Background: an optimization exercise with open tools, aiming at small area and a short achievable clock period. Do not read the settings as production practice.
Only simulation tests tie the RTL to the original design; equivalence was not proved.

exp/sierra:
// MAC
module MAC(A,B,out,clk,reset);
  input [15:0] A,B;
  input clk,reset;
  output [35:0] out;
  reg [35:0] x;
  reg [35:0] y;
  wire [35:0] acc = out;
  wire [35:0] nx, ny;
  reg cr;    
  wire ncr;
  wire na0, nb0;
  INV uia0 (A[0], na0);
  INV uib0 (B[0], nb0);
  wire na1, nb1;
  INV uia1 (A[1], na1);
  INV uib1 (B[1], nb1);
  wire na2, nb2;
  INV uia2 (A[2], na2);
  INV uib2 (B[2], nb2);
  wire na3, nb3;
  INV uia3 (A[3], na3);
  INV uib3 (B[3], nb3);
  wire na4, nb4;
  INV uia4 (A[4], na4);
  INV uib4 (B[4], nb4);
  wire na5, nb5;
  INV uia5 (A[5], na5);
  INV uib5 (B[5], nb5);
  wire na6, nb6;
  INV uia6 (A[6], na6);
  INV uib6 (B[6], nb6);
  wire na7, nb7;
  INV uia7 (A[7], na7);
  INV uib7 (B[7], nb7);
  wire na8, nb8;
  INV uia8 (A[8], na8);
  INV uib8 (B[8], nb8);
  wire na9, nb9;
  INV uia9 (A[9], na9);
  INV uib9 (B[9], nb9);
  wire na10, nb10;
  INV uia10 (A[10], na10);
  INV uib10 (B[10], nb10);
  wire na11, nb11;
  INV uia11 (A[11], na11);
  INV uib11 (B[11], nb11);
  wire na12, nb12;
  INV uia12 (A[12], na12);
  INV uib12 (B[12], nb12);
  wire na13, nb13;
  INV uia13 (A[13], na13);
  INV uib13 (B[13], nb13);
  wire na14, nb14;
  INV uia14 (A[14], na14);
  INV uib14 (B[14], nb14);
  wire na15, nb15;
  INV uia15 (A[15], na15);
  INV uib15 (B[15], nb15);
  wire pp_0_0 = ~(na0 | nb0);
  wire pp_0_1 = ~(na0 | nb1);
  wire pp_0_2 = ~(na0 | nb2);
  wire pp_0_3 = ~(na0 | nb3);
  wire pp_0_4 = ~(na0 | nb4);
  wire pp_0_5 = ~(na0 | nb5);
  wire pp_0_6 = ~(na0 | nb6);
  wire pp_0_7 = ~(na0 | nb7);
  wire pp_0_8 = ~(na0 | nb8);
  wire pp_0_9 = ~(na0 | nb9);
  wire pp_0_10 = ~(na0 | nb10);
  wire pp_0_11 = ~(na0 | nb11);
  ...
Size in the first run: roughly 880 cells after synthesis, ~63 flip-flops, ~70 I/O pins.
Settings: LEC_CHECK=0, CAP_MARGIN=20, CORE_MARGIN=2, CORE_UTILIZATION=40, SLEW_MARGIN=20, SYNTH_HIERARCHICAL=1; clock period 18.0 ns.
standard.sh (not shown) runs the stock make flow with config.mk's settings and CLKGATE_MAP_FILE= SYNTH_SCRIPT=/design/flow/synth_recipe.tcl, a recipe that flattens the netlist after the stock synthesis.
==> flow/flow/run.sh <==
#!/bin/bash
# The standard layout (standard.sh: standard synthesis and ORFS flow, SDC unchanged),
# with a hook after repair_design that sizes the port buffers and the operand inverters
# (hooks.tcl); knobs.sh holds the cell choices. make's output goes to make_flow.log, each
# ORFS step's log to orfs/logs/.
set -euo pipefail
HERE=$(cd "$(dirname "$0")" && pwd)
source "$HERE/knobs.sh"
export PORT_BUF_IN PORT_BUF_OUT OPND_INV DOWNSIZE HOOK_MARGIN
EXTRA=()
if [[ -n "${CTS_ARGS_K:-}" ]]; then EXTRA+=("CTS_ARGS=$CTS_ARGS_K"); fi
bash standard.sh BUFFER_PORTS_ARGS="-buffer_cell $PORT_BUF_IN" POST_RESIZE_TCL="$HERE/hooks.tcl" SETUP_SLACK_MARGIN=$MARGIN ${EXTRA[@]+"${EXTRA[@]}"} finish > make_flow.log 2>&1
==> flow/flow/hooks.tcl <==
# Sourced by ORFS after repair_design in the resize step (POST_RESIZE_TCL).
# Port buffers: inputs get $::env(PORT_BUF_IN), outputs $::env(PORT_BUF_OUT).
# Inverters fed by an input buffer (the operand inverters of the NOR partial
# products, each driving 16 gates) get $::env(OPND_INV).
set block [ord::get_db_block]
set n_in 0; set n_out 0; set n_inv 0
foreach bterm [$block getBTerms] {
  set net [$bterm getNet]
  if {$net eq "NULL"} continue
  set name [$bterm getName]
  if {$name eq "clk"} continue
  if {[$bterm getIoType] eq "INPUT"} {
    foreach it [$net getITerms] {
      set inst [$it getInst]
      set m [[$inst getMaster] getName]
      if {![string match "sky130_fd_sc_hd__*buf*" $m]} continue
      if {$m ne $::env(PORT_BUF_IN)} { replace_cell [get_cells [$inst getName]] [get_lib_cells $::env(PORT_BUF_IN)] }
      incr n_in
      foreach ot [$inst getITerms] {
        if {![$ot isOutputSignal]} continue
        set onet [$ot getNet]
        if {$onet eq "NULL"} continue
        foreach lt [$onet getITerms] {
          set li [$lt getInst]
          set lm [[$li getMaster] getName]
          if {[string match "sky130_fd_sc_hd__inv_*" $lm] && [$lt isInputSignal] && $::env(OPND_INV) ne ""} {
            replace_cell [get_cells [$li getName]] [get_lib_cells $::env(OPND_INV)]
            incr n_inv
          }
        }
      }
    }
  } else {
    foreach it [$net getITerms] {
      if {![$it isOutputSignal]} continue
      set inst [$it getInst]
      set m [[$inst getMaster] getName]
      if {![string match "sky130_fd_sc_hd__*buf*" $m]} continue
      if {$m ne $::env(PORT_BUF_OUT)} { replace_cell [get_cells [$inst getName]] [get_lib_cells $::env(PORT_BUF_OUT)] }
      incr n_out
    }
  }
}
puts "hooks: $n_in input buffers, $n_out output buffers, $n_inv operand inverters resized"

# Optional: every other cell to its drive-1 size (synthesis picks larger ones for speed),
# then repair_timing aiming at $::env(HOOK_MARGIN) ns of setup slack, so that only the
# cells on the paths that set the achieved period are sized up.
if {[info exists ::env(DOWNSIZE)] && $::env(DOWNSIZE)} {
  set n_down 0
  foreach inst [$block getInsts] {
    set m [[$inst getMaster] getName]
    if {[string match "*dfrtp*" $m] || [string match "*dfstp*" $m]} continue
    if {![regexp {^(sky130_fd_sc_hd__[a-z0-9]+)_([0-9]+)$} $m -> base sz]} continue
    if {$sz <= 1} continue
    set iname [$inst getName]
    if {[string match "input*" $iname] || [string match "output*" $iname]} continue
    if {[string match "sky130_fd_sc_hd__inv*" $m] && $::env(OPND_INV) eq $m} continue
    set lc [get_lib_cells -quiet ${base}_1]
    if {$lc eq ""} continue
    replace_cell [get_cells $iname] $lc
    incr n_down
  }
  puts "hooks: $n_down cells downsized"
}
if {[info exists ::env(HOOK_MARGIN)] && $::env(HOOK_MARGIN) > 0} {
  estimate_parasitics -placement
  puts "hooks: worst slack before [sta::worst_slack_cmd max]"
  repair_timing -setup -setup_margin $::env(HOOK_MARGIN) -match_cell_footprint -verbose
  puts "hooks: worst slack after [sta::worst_slack_cmd max]"
}
==> flow/flow/knobs.sh <==
PORT_BUF_IN=sky130_fd_sc_hd__buf_1
PORT_BUF_OUT=sky130_fd_sc_hd__buf_2
OPND_INV=sky130_fd_sc_hd__inv_4
MARGIN=0
DOWNSIZE=0
HOOK_MARGIN=0
CTS_ARGS_K="-sink_clustering_enable -repair_clock_nets -dont_use_dummy_load"
The flow did not stop early for exp/sierra: all stages ran, and the layout cleared the timing, DRC and antenna checks.
Setup changes, exp/sierra to exp/willow
Settings: PLACE_DENSITY: unset -> 0.8; CORE_UTILIZATION: 40 -> 60.
diff --git a/flow/flow/run.sh b/flow/flow/run.sh
--- a/flow/flow/run.sh
+++ b/flow/flow/run.sh
@@ -8,3 +8,3 @@
 source "$HERE/knobs.sh"
-export PORT_BUF_IN PORT_BUF_OUT OPND_INV DOWNSIZE HOOK_MARGIN
+export PORT_BUF_IN PORT_BUF_OUT OPND_INV DOWNSIZE HOOK_MARGIN SWAP_CELLS
 EXTRA=()
diff --git a/flow/flow/hooks.tcl b/flow/flow/hooks.tcl
--- a/flow/flow/hooks.tcl
+++ b/flow/flow/hooks.tcl
@@ -71 +71,17 @@
 }
+
+# Optional: given cell masters swapped wholesale (e.g. every fa_1 to fa_2), from SWAP_CELLS
+# as "from1 to1 from2 to2 ...".
+if {[info exists ::env(SWAP_CELLS)] && $::env(SWAP_CELLS) ne ""} {
+  set n_sw 0
+  foreach {from to} $::env(SWAP_CELLS) {
+    set lc [get_lib_cells $to]
+    foreach inst [$block getInsts] {
+      if {[[$inst getMaster] getName] eq $from} {
+        replace_cell [get_cells [$inst getName]] $lc
+        incr n_sw
+      }
+    }
+  }
+  puts "hooks: $n_sw cells swapped"
+}
==> flow/flow/knobs.sh <==
PORT_BUF_IN=sky130_fd_sc_hd__buf_1
PORT_BUF_OUT=sky130_fd_sc_hd__buf_2
OPND_INV=sky130_fd_sc_hd__inv_4
MARGIN=0
DOWNSIZE=0
HOOK_MARGIN=0
CTS_ARGS_K="-sink_clustering_enable -repair_clock_nets -dont_use_dummy_load -buf_list sky130_fd_sc_hd__clkbuf_8"
SWAP_CELLS="sky130_fd_sc_hd__fa_1 sky130_fd_sc_hd__fa_2"
## What came out
- exp/willow: full flow OK, the timing, DRC and antenna checks passed
- Shortest clock period the worst path allows after layout: exp/willow higher than exp/sierra
- exp/sierra has lower final clock period utilization by the worst path than exp/willow.
Changes in exp/xenon relative to exp/willow:
Settings: a change of CORE_UTILIZATION from 60 to 40; a deleted PLACE_DENSITY that had been 0.8.
==> flow/flow/run.sh <==
#!/bin/bash
# The standard layout (standard.sh: standard synthesis and ORFS flow, SDC unchanged),
# with a hook after repair_design that sizes the port buffers and the operand inverters
# (hooks.tcl); knobs.sh holds the cell choices. make's output goes to make_flow.log, each
# ORFS step's log to orfs/logs/.
set -euo pipefail
HERE=$(cd "$(dirname "$0")" && pwd)
source "$HERE/knobs.sh"
export PORT_BUF_IN PORT_BUF_OUT OPND_INV DOWNSIZE HOOK_MARGIN
bash standard.sh BUFFER_PORTS_ARGS="-buffer_cell $PORT_BUF_IN" POST_RESIZE_TCL="$HERE/hooks.tcl" SETUP_SLACK_MARGIN=$MARGIN finish > make_flow.log 2>&1
diff --git a/flow/flow/hooks.tcl b/flow/flow/hooks.tcl
--- a/flow/flow/hooks.tcl
+++ b/flow/flow/hooks.tcl
@@ -71,17 +71 @@
 }
-
-# Optional: given cell masters swapped wholesale (e.g. every fa_1 to fa_2), from SWAP_CELLS
-# as "from1 to1 from2 to2 ...".
-if {[info exists ::env(SWAP_CELLS)] && $::env(SWAP_CELLS) ne ""} {
-  set n_sw 0
-  foreach {from to} $::env(SWAP_CELLS) {
-    set lc [get_lib_cells $to]
-    foreach inst [$block getInsts] {
-      if {[[$inst getMaster] getName] eq $from} {
-        replace_cell [get_cells [$inst getName]] $lc
-        incr n_sw
-      }
-    }
-  }
-  puts "hooks: $n_sw cells swapped"
-}
==> flow/flow/knobs.sh <==
PORT_BUF_IN=sky130_fd_sc_hd__buf_1
PORT_BUF_OUT=sky130_fd_sc_hd__buf_2
OPND_INV=sky130_fd_sc_hd__inv_4
MARGIN=0
DOWNSIZE=0
HOOK_MARGIN=0
## What came out
Across exp/willow and exp/xenon, none had a timing, DRC or antenna violation.
The final reports for exp/xenon and exp/willow show met2 layer wire length in the routed design higher in the former.
Number of buffers and inverters on the critical path sits higher in exp/xenon than in exp/willow.
The residual overflow from global routing was comparable across exp/willow and exp/xenon.
exp/xenon vs. exp/willow: met1 routing resource usage after global routing went down by 10 points.
Note that the die area recorded for exp/willow amounts to 0.67 times the value seen in exp/xenon.

==> port drivers added, routing unchanged <==
Ports are ideal in the flow. The routed layouts listed here were re-timed in OpenROAD.
Step 1 assumes that a clkbuf_16 drives the clock port and a buf_2 every other input.
Step 2 moves the port delays by t, midway between the first and last clock arrival at a register: inputs arrive t later, outputs are due t later. That takes back most of the time a late clock gives input paths.
Slacks: no drivers / after step 1 / after step 2; pairs: no drivers / after step 1.
| run | shift t [ns] | slack for setup (ns) | worst setup path at the end | clock arrival spread, ns | pins driven straight from the clock port |
|---|---|---|---|---|---|
| exp/sierra | 0.382 | 11.251 / 11.239 / 10.890 | input to register | 0.022 / 0.022 | 1 |
| exp/willow | 0.386 | 11.207 / 11.169 / 10.996 | input to register | 0.030 / 0.030 | 1 |
| exp/xenon | 0.389 | 11.258 / 11.217 / 10.892 | input to register | 0.013 / 0.013 | 1 |
After both steps every run listed still meets setup and hold. The setup slack of exp/xenon, which loses most, moves by -0.041 ns with the drivers and by -0.366 ns with both steps.
